Background: an optimization exercise with open tools, aiming at small area and a short achievable clock period. Do not read the settings as production practice.
Function was checked by simulation only, so behaviour that the tests miss may differ from the original.

==> flow/design.v <==
module ldpc_expand (
   input wire [5:0] k1,
   input wire [5:0] k2,
   input wire [1:0] idx,
   input wire [3:0] sgn,
   output wire [6:0] x0, x1, x2, x3,
   output wire c0, c1, c2, c3
);
   wire [5:0] s0 = (idx == 2'd0) ? k2 : k1;
   wire [5:0] s1 = (idx == 2'd1) ? k2 : k1;
   wire [5:0] s2 = (idx == 2'd2) ? k2 : k1;
   wire [5:0] s3 = (idx == 2'd3) ? k2 : k1;
   assign x0 = {2'b11, s0[5:1]} ^ {7{~sgn[0]}};
   assign x1 = {2'b11, s1[5:1]} ^ {7{~sgn[1]}};
   assign x2 = {2'b11, s2[5:1]} ^ {7{~sgn[2]}};
   assign x3 = {2'b11, s3[5:1]} ^ {7{~sgn[3]}};
   assign c0 = s0[0] ^ ~sgn[0];
   assign c1 = s1[0] ^ ~sgn[1];
   assign c2 = s2[0] ^ ~sgn[2];
   assign c3 = s3[0] ^ ~sgn[3];
endmodule
module ldpc_cnode (
   input wire [5:0] k0,
   input wire [5:0] k1_in,
   input wire [5:0] k2_in,
   input wire [5:0] k3,
   output reg [5:0] k1,
   output reg [5:0] k2,
   output reg [1:0] idx,
   output wire [3:0] sgn
);
   wire [5:0] m0 = k0;
   wire [5:0] m1 = k1_in;
   wire [5:0] m2 = k2_in;
   wire [5:0] m3 = k3;
   wire all = m0[0] ^ m1[0] ^ m2[0] ^ m3[0];
   assign sgn = ~{all ^ m3[0], all ^ m2[0], all ^ m1[0], all ^ m0[0]};
   function ge;
      input [5:0] a, b;
      integer i; reg c;
      begin
         c = 1'b1;
         for (i = 0; i < 6; i = i + 1)
            c = (a[i] & ~b[i]) | (a[i] & c) | (~b[i] & c);
         ge = c;
      end
   endfunction
   wire g01 = ge(m0, m1);
   wire g02 = ge(m0, m2);
   wire g03 = ge(m0, m3);
   wire g12 = ge(m1, m2);
   wire g13 = ge(m1, m3);
   wire g23 = ge(m2, m3);
   wire w0 = g01 & g02 & g03;
   wire w1 = ~g01 & g12 & g13;
   wire w2 = ~g02 & ~g12 & g23;
   wire w3 = ~w0 & ~w1 & ~w2;
   always @(*) begin
      idx = {w2 | w3, w1 | w3};
      k1 = ({6{w0}} & m0) | ({6{w1}} & m1) | ({6{w2}} & m2) | ({6{w3}} & m3);
      case (1'b1)
         w0: k2 = (g12 & g13) ? m1 : (g23 ? m2 : m3);
         w1: k2 = (g02 & g03) ? m0 : (g23 ? m2 : m3);
         w2: k2 = (g01 & g03) ? m0 : (g13 ? m1 : m3);
         default: k2 = (g01 & g02) ? m0 : (g12 ? m1 : m2);
      endcase
   end
endmodule
module ldpc_vnode (
   input wire lambda_valid,
   input wire [5:0] lambda_in,
   input wire [5:0] lambda,
   input wire [6:0] x1,
   input wire c1,
   input wire [6:0] x2,
   input wire c2,
   output wire [5:0] key1,
   output wire [5:0] key2,
   output wire v_hat
);
   function [7:0] radd;   
      input [6:0] a, b; input ci;
      integer i; reg c;
      begin
         c = ci;
         for (i = 0; i < 7; i = i + 1) begin
            radd[i] = a[i] ^ b[i] ^ c;
            c = (a[i] & b[i]) | (a[i] & c) | (b[i] & c);
         end
         radd[7] = c;
      end
   endfunction
   wire [6:0] l7 = {lambda[5], lambda};
   wire [7:0] r1 = radd(l7, x2, c2);
   wire [7:0] r2 = radd(l7, x1, c1);
   wire [6:0] t1 = r1[6:0];
   wire [6:0] t2 = r2[6:0];
   wire [7:0] l8 = {l7[6], l7};
   wire [7:0] a8 = {x1[6], x1};
   wire [7:0] b8 = {x2[6], x2};
   wire [7:0] cs = l8 ^ a8 ^ b8;
   wire [7:0] cc = (l8 & a8) | (l8 & b8) | (a8 & b8);
   wire [7:0] z = cs + {cc[6:0], c1} + c2;
   wire zs = z[7];
   wire [5:0] kt1 = {{5{t1[6] == t1[5]}} & (t1[4:0] ^ {5{~t1[6]}}), ~t1[6]};
   wire [5:0] kt2 = {{5{t2[6] == t2[5]}} & (t2[4:0] ^ {5{~t2[6]}}), ~t2[6]};
   wire [5:0] kl = {lambda_in[4:0] ^ {5{~lambda_in[5]}}, ~lambda_in[5]};
   assign key1 = lambda_valid ? kl : kt1;
   assign key2 = lambda_valid ? kl : kt2;
   assign v_hat = zs;
endmodule
module syndrome_check (
   input wire [11:0] v_hat,
   output wire done
);
   wire [1:12] v = v_hat;
   wire [5:0] syndrome = {v[2] ^ v[4] ^ v[9] ^ v[10],
                          v[1] ^ v[6] ^ v[8] ^ v[12],
                          v[3] ^ v[5] ^ v[7] ^ v[12],
                          v[2] ^ v[6] ^ v[7] ^ v[11],
                          v[1] ^ v[5] ^ v[9] ^ v[11],
                          v[3] ^ v[4] ^ v[8] ^ v[10]};
   assign done = ~|syndrome;
endmodule
module ldpc_decoder #(
   parameter BPS = 12,
   parameter LAMBDA_IBITS = 3,
   parameter LAMBDA_FBITS = 3,
   parameter LAMBDA_NBITS = LAMBDA_IBITS + LAMBDA_FBITS
)(
   input wire clk,
   input wire lambda_valid,
   input wire [(BPS*LAMBDA_NBITS)-1:0] lambda,
   output wire [BPS-1:0] v_hat,
   output wire done
);
   reg [71:0] lambda_F;
   reg [5:0] c1_k1_F, c1_k2_F;
   reg [1:0] c1_idx_F;
   reg [3:0] c1_sgn_F;
   reg [5:0] c2_k1_F, c2_k2_F;
   reg [1:0] c2_idx_F;
   reg [3:0] c2_sgn_F;
   reg [5:0] c3_k1_F, c3_k2_F;
   reg [1:0] c3_idx_F;
   reg [3:0] c3_sgn_F;
   reg [5:0] c4_k1_F, c4_k2_F;
   reg [1:0] c4_idx_F;
   reg [3:0] c4_sgn_F;
   reg [5:0] c5_k1_F, c5_k2_F;
   reg [1:0] c5_idx_F;
   reg [3:0] c5_sgn_F;
   reg [5:0] c6_k1_F, c6_k2_F;
   reg [1:0] c6_idx_F;
   reg [3:0] c6_sgn_F;
   wire [5:0] c1_k1, c1_k2;
   wire [1:0] c1_idx;
   wire [3:0] c1_sgn;
   wire [6:0] c1_x0, c1_x1, c1_x2, c1_x3;
   wire c1_c0, c1_c1, c1_c2, c1_c3;
   wire [5:0] c1_b0, c1_b1, c1_b2, c1_b3;
   wire [5:0] c2_k1, c2_k2;
   wire [1:0] c2_idx;
   wire [3:0] c2_sgn;
   wire [6:0] c2_x0, c2_x1, c2_x2, c2_x3;
   wire c2_c0, c2_c1, c2_c2, c2_c3;
   wire [5:0] c2_b0, c2_b1, c2_b2, c2_b3;
   wire [5:0] c3_k1, c3_k2;
   wire [1:0] c3_idx;
   wire [3:0] c3_sgn;
   wire [6:0] c3_x0, c3_x1, c3_x2, c3_x3;
   wire c3_c0, c3_c1, c3_c2, c3_c3;
   wire [5:0] c3_b0, c3_b1, c3_b2, c3_b3;
   wire [5:0] c4_k1, c4_k2;
   wire [1:0] c4_idx;
   wire [3:0] c4_sgn;
   wire [6:0] c4_x0, c4_x1, c4_x2, c4_x3;
   wire c4_c0, c4_c1, c4_c2, c4_c3;
   wire [5:0] c4_b0, c4_b1, c4_b2, c4_b3;
   wire [5:0] c5_k1, c5_k2;
   wire [1:0] c5_idx;
   wire [3:0] c5_sgn;
   wire [6:0] c5_x0, c5_x1, c5_x2, c5_x3;
   wire c5_c0, c5_c1, c5_c2, c5_c3;
   wire [5:0] c5_b0, c5_b1, c5_b2, c5_b3;
   wire [5:0] c6_k1, c6_k2;
   wire [1:0] c6_idx;
   wire [3:0] c6_sgn;
   wire [6:0] c6_x0, c6_x1, c6_x2, c6_x3;
   wire c6_c0, c6_c1, c6_c2, c6_c3;
   wire [5:0] c6_b0, c6_b1, c6_b2, c6_b3;
   always @(posedge clk) begin
      if (lambda_valid) lambda_F <= lambda;
      c1_k1_F <= c1_k1;
      c1_k2_F <= c1_k2;
      c1_idx_F <= c1_idx;
      c1_sgn_F <= c1_sgn;
      c2_k1_F <= c2_k1;
      c2_k2_F <= c2_k2;
      c2_idx_F <= c2_idx;
      c2_sgn_F <= c2_sgn;
      c3_k1_F <= c3_k1;
      c3_k2_F <= c3_k2;
      c3_idx_F <= c3_idx;
      c3_sgn_F <= c3_sgn;
      c4_k1_F <= c4_k1;
      c4_k2_F <= c4_k2;
      c4_idx_F <= c4_idx;
      c4_sgn_F <= c4_sgn;
      c5_k1_F <= c5_k1;
      c5_k2_F <= c5_k2;
      c5_idx_F <= c5_idx;
      c5_sgn_F <= c5_sgn;
      c6_k1_F <= c6_k1;
      c6_k2_F <= c6_k2;
      c6_idx_F <= c6_idx;
      c6_sgn_F <= c6_sgn;
   end
   ldpc_expand x1 (.k1(c1_k1_F), .k2(c1_k2_F), .idx(c1_idx_F), .sgn(c1_sgn_F),
      .x0(c1_x0), .x1(c1_x1), .x2(c1_x2), .x3(c1_x3), .c0(c1_c0), .c1(c1_c1), .c2(c1_c2), .c3(c1_c3));
   ldpc_expand x2 (.k1(c2_k1_F), .k2(c2_k2_F), .idx(c2_idx_F), .sgn(c2_sgn_F),
      .x0(c2_x0), .x1(c2_x1), .x2(c2_x2), .x3(c2_x3), .c0(c2_c0), .c1(c2_c1), .c2(c2_c2), .c3(c2_c3));
   ldpc_expand x3 (.k1(c3_k1_F), .k2(c3_k2_F), .idx(c3_idx_F), .sgn(c3_sgn_F),
      .x0(c3_x0), .x1(c3_x1), .x2(c3_x2), .x3(c3_x3), .c0(c3_c0), .c1(c3_c1), .c2(c3_c2), .c3(c3_c3));
   ldpc_expand x4 (.k1(c4_k1_F), .k2(c4_k2_F), .idx(c4_idx_F), .sgn(c4_sgn_F),
      .x0(c4_x0), .x1(c4_x1), .x2(c4_x2), .x3(c4_x3), .c0(c4_c0), .c1(c4_c1), .c2(c4_c2), .c3(c4_c3));
   ldpc_expand x5 (.k1(c5_k1_F), .k2(c5_k2_F), .idx(c5_idx_F), .sgn(c5_sgn_F),
      .x0(c5_x0), .x1(c5_x1), .x2(c5_x2), .x3(c5_x3), .c0(c5_c0), .c1(c5_c1), .c2(c5_c2), .c3(c5_c3));
   ldpc_expand x6 (.k1(c6_k1_F), .k2(c6_k2_F), .idx(c6_idx_F), .sgn(c6_sgn_F),
      .x0(c6_x0), .x1(c6_x1), .x2(c6_x2), .x3(c6_x3), .c0(c6_c0), .c1(c6_c1), .c2(c6_c2), .c3(c6_c3));
   ldpc_vnode v1 (.lambda_valid(lambda_valid), .lambda_in(lambda[71:66]), .lambda(lambda_F[71:66]),
      .x1(c2_x0), .c1(c2_c0), .x2(c5_x0), .c2(c5_c0), .key1(c2_b0), .key2(c5_b0), .v_hat(v_hat[11]));
   ldpc_vnode v2 (.lambda_valid(lambda_valid), .lambda_in(lambda[65:60]), .lambda(lambda_F[65:60]),
      .x1(c3_x0), .c1(c3_c0), .x2(c6_x0), .c2(c6_c0), .key1(c3_b0), .key2(c6_b0), .v_hat(v_hat[10]));
   ldpc_vnode v3 (.lambda_valid(lambda_valid), .lambda_in(lambda[59:54]), .lambda(lambda_F[59:54]),
      .x1(c1_x0), .c1(c1_c0), .x2(c4_x0), .c2(c4_c0), .key1(c1_b0), .key2(c4_b0), .v_hat(v_hat[9]));
   ldpc_vnode v4 (.lambda_valid(lambda_valid), .lambda_in(lambda[53:48]), .lambda(lambda_F[53:48]),
      .x1(c1_x1), .c1(c1_c1), .x2(c6_x1), .c2(c6_c1), .key1(c1_b1), .key2(c6_b1), .v_hat(v_hat[8]));
   ldpc_vnode v5 (.lambda_valid(lambda_valid), .lambda_in(lambda[47:42]), .lambda(lambda_F[47:42]),
      .x1(c2_x1), .c1(c2_c1), .x2(c4_x1), .c2(c4_c1), .key1(c2_b1), .key2(c4_b1), .v_hat(v_hat[7]));
   ldpc_vnode v6 (.lambda_valid(lambda_valid), .lambda_in(lambda[41:36]), .lambda(lambda_F[41:36]),
      .x1(c3_x1), .c1(c3_c1), .x2(c5_x1), .c2(c5_c1), .key1(c3_b1), .key2(c5_b1), .v_hat(v_hat[6]));
   ldpc_vnode v7 (.lambda_valid(lambda_valid), .lambda_in(lambda[35:30]), .lambda(lambda_F[35:30]),
      .x1(c3_x2), .c1(c3_c2), .x2(c4_x2), .c2(c4_c2), .key1(c3_b2), .key2(c4_b2), .v_hat(v_hat[5]));
   ldpc_vnode v8 (.lambda_valid(lambda_valid), .lambda_in(lambda[29:24]), .lambda(lambda_F[29:24]),
      .x1(c1_x2), .c1(c1_c2), .x2(c5_x2), .c2(c5_c2), .key1(c1_b2), .key2(c5_b2), .v_hat(v_hat[4]));
   ldpc_vnode v9 (.lambda_valid(lambda_valid), .lambda_in(lambda[23:18]), .lambda(lambda_F[23:18]),
      .x1(c2_x2), .c1(c2_c2), .x2(c6_x2), .c2(c6_c2), .key1(c2_b2), .key2(c6_b2), .v_hat(v_hat[3]));
   ldpc_vnode v10 (.lambda_valid(lambda_valid), .lambda_in(lambda[17:12]), .lambda(lambda_F[17:12]),
      .x1(c1_x3), .c1(c1_c3), .x2(c6_x3), .c2(c6_c3), .key1(c1_b3), .key2(c6_b3), .v_hat(v_hat[2]));
   ldpc_vnode v11 (.lambda_valid(lambda_valid), .lambda_in(lambda[11:6]), .lambda(lambda_F[11:6]),
      .x1(c2_x3), .c1(c2_c3), .x2(c3_x3), .c2(c3_c3), .key1(c2_b3), .key2(c3_b3), .v_hat(v_hat[1]));
   ldpc_vnode v12 (.lambda_valid(lambda_valid), .lambda_in(lambda[5:0]), .lambda(lambda_F[5:0]),
      .x1(c4_x3), .c1(c4_c3), .x2(c5_x3), .c2(c5_c3), .key1(c4_b3), .key2(c5_b3), .v_hat(v_hat[0]));
   ldpc_cnode k1 (.k0(c1_b0), .k1_in(c1_b1), .k2_in(c1_b2), .k3(c1_b3),
      .k1(c1_k1), .k2(c1_k2), .idx(c1_idx), .sgn(c1_sgn));
   ldpc_cnode k2 (.k0(c2_b0), .k1_in(c2_b1), .k2_in(c2_b2), .k3(c2_b3),
      .k1(c2_k1), .k2(c2_k2), .idx(c2_idx), .sgn(c2_sgn));
   ldpc_cnode k3 (.k0(c3_b0), .k1_in(c3_b1), .k2_in(c3_b2), .k3(c3_b3),
      .k1(c3_k1), .k2(c3_k2), .idx(c3_idx), .sgn(c3_sgn));
   ldpc_cnode k4 (.k0(c4_b0), .k1_in(c4_b1), .k2_in(c4_b2), .k3(c4_b3),
      .k1(c4_k1), .k2(c4_k2), .idx(c4_idx), .sgn(c4_sgn));
   ldpc_cnode k5 (.k0(c5_b0), .k1_in(c5_b1), .k2_in(c5_b2), .k3(c5_b3),
      .k1(c5_k1), .k2(c5_k2), .idx(c5_idx), .sgn(c5_sgn));
   ldpc_cnode k6 (.k0(c6_b0), .k1_in(c6_b1), .k2_in(c6_b2), .k3(c6_b3),
      .k1(c6_k1), .k2(c6_k2), .idx(c6_idx), .sgn(c6_sgn));
   syndrome_check s (.v_hat(v_hat), .done(done));
endmodule
==> flow/run.sh <==
#!/bin/bash
# synth_recipe.tcl (not shown) runs the flow's synth.tcl, then flattens the netlist and writes it again
# the make line also repeats each setting of config.mk as NAME=value (left out here)
make -C /OpenROAD-flow-scripts/flow DESIGN_CONFIG=/design/flow/config.mk WORK_HOME=/design/flow/orfs CLKGATE_MAP_FILE= SYNTH_SCRIPT=/design/flow/synth_recipe.tcl finish
==> flow/config.mk <==
export PLATFORM = sky130hd
export DESIGN_NAME = ldpc_decoder
export DESIGN_NICKNAME = ldpc_decoder
export VERILOG_FILES = /design/flow/design.v
export SDC_FILE = /design/flow/constraint.sdc
export NUM_CORES = 4
export LEC_CHECK = 0
export CAP_MARGIN = 20
export CORE_MARGIN = 2
export CORE_UTILIZATION = 40
export SETUP_SLACK_MARGIN = 3
export SLEW_MARGIN = 20
==> flow/constraint.sdc <==
create_clock -name core_clock -period 13.0 [get_ports {clk}]
set_input_delay 2.6000 -clock core_clock [delete_from_list [all_inputs] [get_ports {clk}]]
set_output_delay 2.6000 -clock core_clock [all_outputs]
set_load 0.01 [all_outputs]
==> impl_results.md, run 1 <==
- Run status: no timing/DRC/antenna violations
- Resize count post-CTS: 0
- Clk slew on worst S/H paths: 0.08 ns
- Cell taking the most area after synthesis: fa_1
- Post-synthesis register bit count: 180
- Post-Place Setup Slack: 4.80 ns
- Fillers: 6445
- Initial antenna violation count: 0
- Syn Nets: 3404
- Worst path cell trace: nor2b_1 -> mux2i_1 -> xnor2_1 -> fa_1 -> ha_1 -> a31o_2 -> a221o_1 -> a31oi_1 -> xnor2_1 -> or4bb_1 -> nand4_1 -> mux2i_1 -> a21oi_1 -> clkdlybuf4s50_1
- Max-Cap Viols: 0
- Worst Tran Pin Value: 1.08 ns
- Slack of the critical path: 4.23 ns
- Mapped Avg Cell Area: 8.82 um2
- Layout cells sized above 1: 0.0654
- Max Slew Vio Count: 0
- CTS Buf Count: 17
- Ant diodes: 0
- Register area share after synthesis: 0.162
- Final TNS setup: 0 ns
- Detailed-router iteration count before antenna repair: 8
- Drt wl/cell: 25.6 um
- Crit-path leading delay family: compound AO/OA/AOI/OAI gates
- DR vias: 24900
- Synth Flop Type: dfxtp_1
- Critical path launch point type: flop
- Final non-filler cell total: 3891
- Post-Synthesis Cells: 3032
- I/O Buffers: 86
- Vias in the first global route: 24300
- # rows: 94
- Hold crit path type: reg -> reg
- Core footprint: 66000 um2
- Clock Latency Late Sink: 0.51 ns
- Clock skew: 0.0157 ns
- Number of H-tree levels: 4
- Slowest-stage cell, CP: clkdlybuf4s50_1
- Final Hold Viols: 0
- Final #Nets: 3386
- Ys async rst share: 0
- Fin crit period: 8.77 ns
- Cell with the most instances after synthesis: nand2_1
- Crit path DAT: 6.17 ns
- Synth top area share: 0.157
- Synthesized cell area: 26700 um2
- Detailed Route Iter0 Violations: 2928
- Worst Path Max Fanout: 8
- Fmax: 0.114 GHz
- Gpl congestion: 1.02
- Top cells by count, synth: 266 x nand2_1, 214 x nor2_1, 210 x fa_1, 199 x mux2i_1, 150 x xnor2_1
- I/O pin count: 87
- Total GRT Usage: 0.283
- CP Buf/Inv Count: 1
- Post-synthesis cell type count: 118
- Slew headroom: 0.272
- Crit. End Element: output pin
- CP Class: reg -> out
- Routed Antenna Nets: 0
- First-pass GRT wire length: 150000 um
- Number of synthesized flops with an enable pin: 72
- Synth top area cells: fa_1 16%, dfxtp_1 8.1%, edfxtp_1 8.1%
- Slowest stage delay, CP: 0.67 ns
- TritonCTS clock tree: done
- Die width: 263 um
- GR Overflow Total: 0
- Post-CTS setup buffers: 0
- Post-route clock period utilization: 0.674
- DIE HEIGHT: 263 um
- RSZ-0062 raised after global routing: no
- CTS Sinks: 180
- Final setup viols: 0
- Via density: 6.41
- Area grow syn2layout: 7.04%
- Placed cells: 3858
- Req. time, crit path: 10.40 ns
- Register area: 4320 um2
- Die area: 68900 um2
- Residual DRC: 0
- Initial core utilization: 0.405
- Yosys warns: 3
- Hold_buf cts: 0
- DP HPWL: 79300 um
- Multi-input gate area in the final layout: 21100 um2
- Longest Clk Path Bufs: 2
- Largest net degree at the start of global routing: 126
- Root Buffer: clkbuf_16
- Routed WL: 99500 um
[per-layer routing]
metal / global-route usage / vias to the layer above / part of all wire
met5: 0 / - / 0
met4: 0.140 / 0 / 0.052
met3: 0.0487 / 261 / 0.077
met2: 0.450 / 1291 / 0.45
met1: 0.372 / 12200 / 0.42
li1: - / 11200 / -
[cells in the final DEF, fill, tap and decap left out, types with 23 or more instances in the layout]
master and count:
a211oi_1 56, a21oi_1 106, a222oi_1 55, a22oi_1 32, and2_1 28, buf_4 27, clkdlybuf4s50_1 85, dfxtp_1 108
edfxtp_1 72, fa_1 210, ha_1 88, inv_1 97, maj3_1 31, mux2_2 24, mux2i_1 199, nand2_1 266
nand2b_1 100, nand3_1 45, nand3b_1 27, nor2_1 214, nor2b_1 64, nor3_1 36, nor3b_1 23, o211ai_1 62
o21a_1 47, o21ai_0 142, o21ai_1 49, o221ai_1 26, o22ai_1 42, or2_2 24, xnor2_1 150, xor2_1 93
[metrics by stage]
stage / hold WS [ns] / area [um2] / utilization
after floorplan: 0.884 / 26700 / -
after global placement: 1.09 / 28000 / 0.425
after detailed placement: 1.11 / 28000 / 0.425
after CTS: 1.13 / 28600 / 0.434
after global routing: 1.21 / 28600 / 0.434
final: 1.12 / 28600 / 0.434
[registers in the layout, summed over array words and instances, names as in the netlist, 6 cells and up]
signal and cells:
c2_k1_F 6, c5_k2_F 6, c4_k1_F 6, c3_k2_F 6, c6_k2_F 6, c4_k2_F 6
c2_k2_F 6, c1_k1_F 6, c6_k1_F 6, c3_k1_F 6, lambda_F 72, c1_k2_F 6
c5_k1_F 6
[logic make-up (layout without fill, tap and decap cells)]
logic type / count (synthesis) / in the layout / share of synthesized area
xor gates and xnor gates: 246 / 246 / 0.0821
AOI/OAI and AO/OA: 866 / 866 / 0.237
DFF: 180 / 180 / 0.162
muxes: 225 / 225 / 0.0857
and+or+nand+nor: 907 / 907 / 0.170
adders and majority gates: 337 / 337 / 0.213
buffers and inverters: 271 / 266 / 0.0505
[worst min-delay path, delay by kind of cell (launching register included)]
| family | cells | cell delay, ns |
|---|---|---|
| muxes | 1 | 0.24 |
| DFF | 1 | 0.48 |
| xor gates and xnor gates | 1 | 0.08 |
| adders and majority gates | 1 | 0.27 |
[final cells by class]
class / instances / area share
clock buffer: 20 / 0.0156
clock inverter: 12 / 0.00542
inverter: 119 / 0.0156
multi-input combinational: 2581 / 0.736
sequential: 180 / 0.151
tap: 864 / 0.0378
timing repair buffer: 115 / 0.0382
[worst paths after layout]
check / from / to / slack (ns) / cells past startpoint
max reg2reg: c6_idx_F[0]$_DFF_P_ / c1_k1_F[1]$_DFF_P_ / 4.90 / 21
max: c5_idx_F[0]$_DFF_P_ / done / 4.23 / 14
min reg2reg: lambda_F[29]$_DFFE_PP_ / c1_sgn_F[0]$_DFF_P_ / 1.12 / 3
min: lambda_F[29]$_DFFE_PP_ / c1_sgn_F[0]$_DFF_P_ / 1.12 / 3
==> inputs of run 2 (changes only) <==
--- a/flow/config.mk
+++ b/flow/config.mk
@@ -8,5 +8,5 @@
 export CAP_MARGIN = 20
 export CORE_MARGIN = 2
 export CORE_UTILIZATION = 40
-export SETUP_SLACK_MARGIN = 3
+export SETUP_SLACK_MARGIN = 5
 export SLEW_MARGIN = 20
==> impl_results.md, run 2 <==
- GR Overflow Total: 0
- Area grow syn2layout: 8.59%
- Final #Nets: 3400
- Slew headroom: 0.270
- Fin crit period: 7.72 ns
- Post-Synthesis Cells: 3032
- Largest net degree at the start of global routing: 126
- Die area: 68900 um2
- Synthesized cell area: 26700 um2
- Post-synthesis cell type count: 118
- CP Class: reg -> reg
- Routed WL: 99800 um
- Fin util: 0.440
- Top reg by flops: lambda_F
- Final TNS setup: 0 ns
- Root Buffer: clkbuf_16
- Detailed-router iteration count before antenna repair: 9
- CTS Sinks: 180
- Multi-input gate area in the final layout: 21400 um2
- Hold Path Origin: lambda_F[29]$_DFFE_PP_
- Cell taking the most area after synthesis: fa_1
- Post-Place Setup Slack: 4.80 ns
- Largest register FFs: 72
- Total GRT Usage: 0.283
- Top cells by count, synth: 266 x nand2_1, 214 x nor2_1, 210 x fa_1, 199 x mux2i_1, 150 x xnor2_1
- Fmax: 0.129 GHz
- Worst R2R Path Depth: 21
- Hold Path Depth: 3
- Drt wl/cell: 25.6 um
- Synth top area share: 0.157
- Core footprint: 66000 um2
- Number of H-tree levels: 4
- Clk slew on worst S/H paths: 0.08 ns
- Residual DRC: 0
- TritonCTS clock tree: done
- Routed Antenna Nets: 0
- Register area share after synthesis: 0.162
- Max-Cap Viols: 0
- Most frequent cells in the layout: 262 x nand2_1, 210 x fa_1, 207 x nor2_1, 191 x mux2i_1, 145 x xnor2_1
- Register area: 4330 um2
- Synth top area cells: fa_1 16%, dfxtp_1 8.1%, edfxtp_1 8.1%
- Longest Clk Path Bufs: 2
- Crit path DAT: 8.08 ns
- Final setup viols: 0
- Most common cell after layout, fill and taps aside: nand2_1
- Crit. End Element: flop
- Clock Latency Late Sink: 0.51 ns
- Worst Tran Pin Value: 1.08 ns
- Hold crit path type: reg -> reg
- Die width: 263 um
- Run status: no timing/DRC/antenna violations
- Post-synthesis register bit count: 180
- Post-Layout Inst Area: 29000 um2
- Gpl congestion: 1.02
- DR vias: 25000
- CTS Buf Count: 17
- Post-route clock period utilization: 0.594
- DP HPWL: 79300 um
- Cell area after placement: 28000 um2
- Yosys warns: 3
- Slack of the critical path: 5.28 ns
- Clock skew: 0.0157 ns
- Detailed Route Iter0 Violations: 2962
- Mapped Avg Cell Area: 8.82 um2
- Synth Flop Type: dfxtp_1
- First-pass GRT wire length: 151000 um
- Hold_buf cts: 0
- Ys async rst share: 0
- Initial antenna violation count: 0
- Max Slew Vio Count: 0
- Initial core utilization: 0.405
- Critical path launch point type: flop
- Worst reg2reg startpoint: c2_idx_F[1]$_DFF_P_
- Number of synthesized flops with an enable pin: 72
- DIE HEIGHT: 263 um
- I/O Buffers: 86
- CP startpoint: c2_idx_F[1]$_DFF_P_
- I/O pin count: 87
- Vias in the first global route: 24400
- RSZ-0062 raised after global routing: no
- Syn Nets: 3404
- Layout cells sized above 1: 0.0878
- Fillers: 6410
- Cell with the most instances after synthesis: nand2_1
- Req. time, crit path: 13.36 ns
- Worst Path Max Fanout: 11
- # rows: 94
- Via density: 6.40
- Final Hold Viols: 0
- Ant diodes: 0
-- run 2: logic make-up (layout without fill, tap and decap cells) --
logic type | count (synthesis) | after routing | share of synthesized area
AND/OR/NAND/NOR | 907 | 907 | 0.170
AO/OA/AOI/OAI | 866 | 866 | 0.237
adder cells (fa/ha/maj) | 337 | 337 | 0.213
buffers and inverters | 271 | 280 | 0.0505
XOR/XNOR | 246 | 246 | 0.0821
multiplexers | 225 | 225 | 0.0857
flip-flops | 180 | 180 | 0.162
-- run 2: metal layers --
| metal | share of wire | wire [um] | up-vias | global-route usage |
|---|---|---|---|---|
| li1 | - | - | 11200 | - |
| met1 | 0.41 | 41300 | 12200 | 0.373 |
| met2 | 0.46 | 45500 | 1356 | 0.452 |
| met3 | 0.080 | 8020 | 255 | 0.0465 |
| met4 | 0.050 | 4980 | 0 | 0.138 |
| met5 | 0 | 0 | - | 0 |
-- run 2: repair_timing --
action,CTS,global route
setup endpoints to repair,1,28
pin swaps,2,3
gates resized for setup,38,34
setup buffers,3,11
-- run 2: worst paths after layout --
check                                      endpoint  slack, ns
worst max-delay path             c5_k1_F[5]$_DFF_P_       5.28
worst min register to register  c1_sgn_F[0]$_DFF_P_       1.13
worst max register to register   c5_k1_F[5]$_DFF_P_       5.28
worst min-delay path            c1_sgn_F[0]$_DFF_P_       1.13
-- run 2: final cells by class --
class | instances | share of cell area
inverter | 119 | 0.0154
clock inverter | 12 | 0.00534
sequential | 180 | 0.149
clock buffer | 20 | 0.0154
timing repair buffer | 129 | 0.0414
tap | 864 | 0.0372
multi-input combinational | 2581 | 0.736
-- run 2: worst max-delay path, cell delays in order, from the launching register on --
cell and delay, ns:
dfxtp_1 0.37, nor2_2 0.46, mux2i_1 0.58, xnor2_1 0.20, inv_1 0.12, fa_1 0.17, inv_1 0.05, fa_1 0.42
fa_1 0.42, fa_1 0.42, fa_1 0.42, fa_1 0.61, nor2b_1 0.30, a211o_1 0.27, and2_0 0.49, o21ai_0 0.18
o21ai_1 0.53, nand2_1 0.38, nor2_2 0.65, a21oi_4 0.18, nand2_2 0.20, o221ai_1 0.14
-- run 2: through the flow --
| stage | instances | hold slack (ns) |
|---|---|---|
| after floorplan | 3032 | 0.884 |
| after global placement | 3858 | 1.09 |
| after detailed placement | 3858 | 1.11 |
| after CTS | 3893 | 1.13 |
| after global routing | 3905 | 1.21 |
| final | 3905 | 1.13 |
==> inputs of run 3 (changes only) <==
--- a/flow/config.mk
+++ b/flow/config.mk
@@ -8,5 +8,4 @@
 export CAP_MARGIN = 20
 export CORE_MARGIN = 2
 export CORE_UTILIZATION = 40
-export SETUP_SLACK_MARGIN = 5
 export SLEW_MARGIN = 20
==> impl_results.md, run 3 <==
- Top reg by flops: lambda_F
- Core footprint: 66000 um2
- Largest net degree at the start of global routing: 126
- Yosys warns: 3
- Hold Slack: 1.12 ns
- Die width: 263 um
- Final non-filler cell total: 3891
- Cell taking the most area after synthesis: fa_1
- Ant diodes: 0
- Routed WL: 99500 um
- Fmax: 0.114 GHz
- Post-synthesis register bit count: 180
- Initial antenna violation count: 0
- RSZ-0062 raised after global routing: no
- Resize count post-CTS: 0
- Ys async rst share: 0
- Synth top area share: 0.157
- Post-CTS setup buffers: 0
- Detailed-router iteration count before antenna repair: 8
- Fin crit period: 8.77 ns
- DR vias: 24900
- Detailed Route Iter0 Violations: 2928
- Vias in the first global route: 24300
- Final Hold Viols: 0
- Clk slew on worst S/H paths: 0.08 ns
- Crit. End Element: output pin
- Synthesized cell area: 26700 um2
- CP Class: reg -> out
- Initial core utilization: 0.405
- Layout cells sized above 1: 0.0654
- Area grow syn2layout: 7.04%
- Number of H-tree levels: 4
- Max-Cap Viols: 0
- Post-synthesis cell type count: 118
- Run status: no timing/DRC/antenna violations
- Hold_buf cts: 0
- Gpl congestion: 1.02
- Slew headroom: 0.272
- Cell with the most instances after synthesis: nand2_1
- DIE HEIGHT: 263 um
- Root Buffer: clkbuf_16
- Top cells by count, synth: 266 x nand2_1, 214 x nor2_1, 210 x fa_1, 199 x mux2i_1, 150 x xnor2_1
- Crit path DAT: 6.17 ns
- I/O pin count: 87
- Worst Path Max Fanout: 8
- Synth Flop Type: dfxtp_1
- Register area share after synthesis: 0.162
- Worst Tran Pin Value: 1.08 ns
- Die area: 68900 um2
- Hold crit path type: reg -> reg
- Via density: 6.41
- Mapped Avg Cell Area: 8.82 um2
- CTS Buf Count: 17
- DP HPWL: 79300 um
- Post-Synthesis Cells: 3032
- Syn Nets: 3404
- Register-to-register setup slack: 4.90 ns
- Drt wl/cell: 25.6 um
- GR Overflow Total: 0
- Req. time, crit path: 10.40 ns
- # rows: 94
- CTS Sinks: 180
- I/O Buffers: 86
- Longest Clk Path Bufs: 2
- Placed cells: 3858
- Most frequent cells in the layout: 266 x nand2_1, 214 x nor2_1, 210 x fa_1, 199 x mux2i_1, 150 x xnor2_1
- Synth top area cells: fa_1 16%, dfxtp_1 8.1%, edfxtp_1 8.1%
- Final TNS setup: 0 ns
- Total GRT Usage: 0.283
- Clock Latency Late Sink: 0.51 ns
- First-pass GRT wire length: 150000 um
- Most common cell after layout, fill and taps aside: nand2_1
- Routed Antenna Nets: 0
- Number of synthesized flops with an enable pin: 72
- TritonCTS clock tree: done
- Critical path launch point type: flop
- Max Slew Vio Count: 0
- Clock skew: 0.0157 ns
- Largest register FFs: 72
- Final #Nets: 3386
- Fin util: 0.434
- Post-route clock period utilization: 0.674
- Final setup viols: 0
- Residual DRC: 0
==> run 3: path summary, 6_finish.rpt <==
| check | startpoint | end | cells past startpoint |
|---|---|---|---|
| worst max-delay path | c5_idx_F[0]$_DFF_P_ | done | 14 |
| worst min register to register | lambda_F[29]$_DFFE_PP_ | c1_sgn_F[0]$_DFF_P_ | 3 |
| worst min-delay path | lambda_F[29]$_DFFE_PP_ | c1_sgn_F[0]$_DFF_P_ | 3 |
| worst max register to register | c6_idx_F[0]$_DFF_P_ | c1_k1_F[1]$_DFF_P_ | 21 |
==> run 3: cells by family (layout without fill, tap and decap cells) <==
group | after synthesis | in the layout | share of synthesized area
buffers and inverters | 271 | 266 | 0.0505
adder cells (fa/ha/maj) | 337 | 337 | 0.213
AND/OR/NAND/NOR | 907 | 907 | 0.170
AO/OA/AOI/OAI | 866 | 866 | 0.237
flip-flops | 180 | 180 | 0.162
XOR/XNOR | 246 | 246 | 0.0821
multiplexers | 225 | 225 | 0.0857
==> run 3: area by class of cell <==
class | count | area [um2]
Fill cell | 6445 | 37400
Multi-Input combinational cell | 2581 | 21100
Inverter | 119 | 447
Timing Repair Buffer | 115 | 1090
Tap cell | 864 | 1080
Sequential cell | 180 | 4320
Clock buffer | 20 | 447
Clock inverter | 12 | 155
==> run 3: worst max-delay path, cell delays in order, from the launching register on <==
cell	delay (ns)
dfxtp_1	0.45
nor2b_1	0.58
mux2i_1	0.20
xnor2_1	0.37
fa_1	0.49
ha_1	0.29
a31o_2	0.24
a221o_1	0.35
a31oi_1	0.51
xnor2_1	0.31
or4bb_1	0.57
nand4_1	0.11
mux2i_1	0.09
a21oi_1	0.44
clkdlybuf4s50_1	0.67
==> run 3: layer usage <==
metal | GRT usage | vias up | part of all wire
met3 | 0.0487 | 261 | 0.077
met5 | 0 | - | 0
met4 | 0.140 | 0 | 0.052
met2 | 0.450 | 1291 | 0.45
li1 | - | 11200 | -
met1 | 0.372 | 12200 | 0.42
==> run 3: stage by stage <==
step,instance area [um2],setup slack (ns)
after detailed placement,28000,4.80
after CTS,28600,4.23
after global placement,28000,4.87
after floorplan,26700,6.36
final,28600,4.23
after global routing,28600,4.01

-- afterwards: timing with drivers on the ports --
Ports are ideal in the flow. The routed layouts listed here were re-timed in OpenROAD.
Step 1, drivers: a clkbuf_16 drives clk and a buf_2 each remaining input, both assumed.
Step 2, shift: input delay + t, output delay - t, t = (earliest + latest rising clock arrival at the registers) / 2. This alone moves slack from input paths to output paths.
Slacks: ideal / step 1 / step 2; pairs: ideal / step 1.
run	t (ns)	setup slack, ns	hold slack, ns	worst setup path at the end	slew at the worst register clock pin (ns)
run 1	0.562	4.235 / 4.169 / 4.731	1.120 / 1.120 / 1.120	register to output	0.08 / 0.08
run 2	0.563	5.276 / 5.276 / 5.032	1.127 / 1.127 / 1.127	input to register	0.08 / 0.08
run 3	0.562	4.235 / 4.169 / 4.731	1.120 / 1.120 / 1.120	register to output	0.08 / 0.08
After both steps every run listed still meets setup and hold. The setup slack of run 2, which loses most, moves by 0.000 ns with the drivers and by -0.244 ns with both steps.
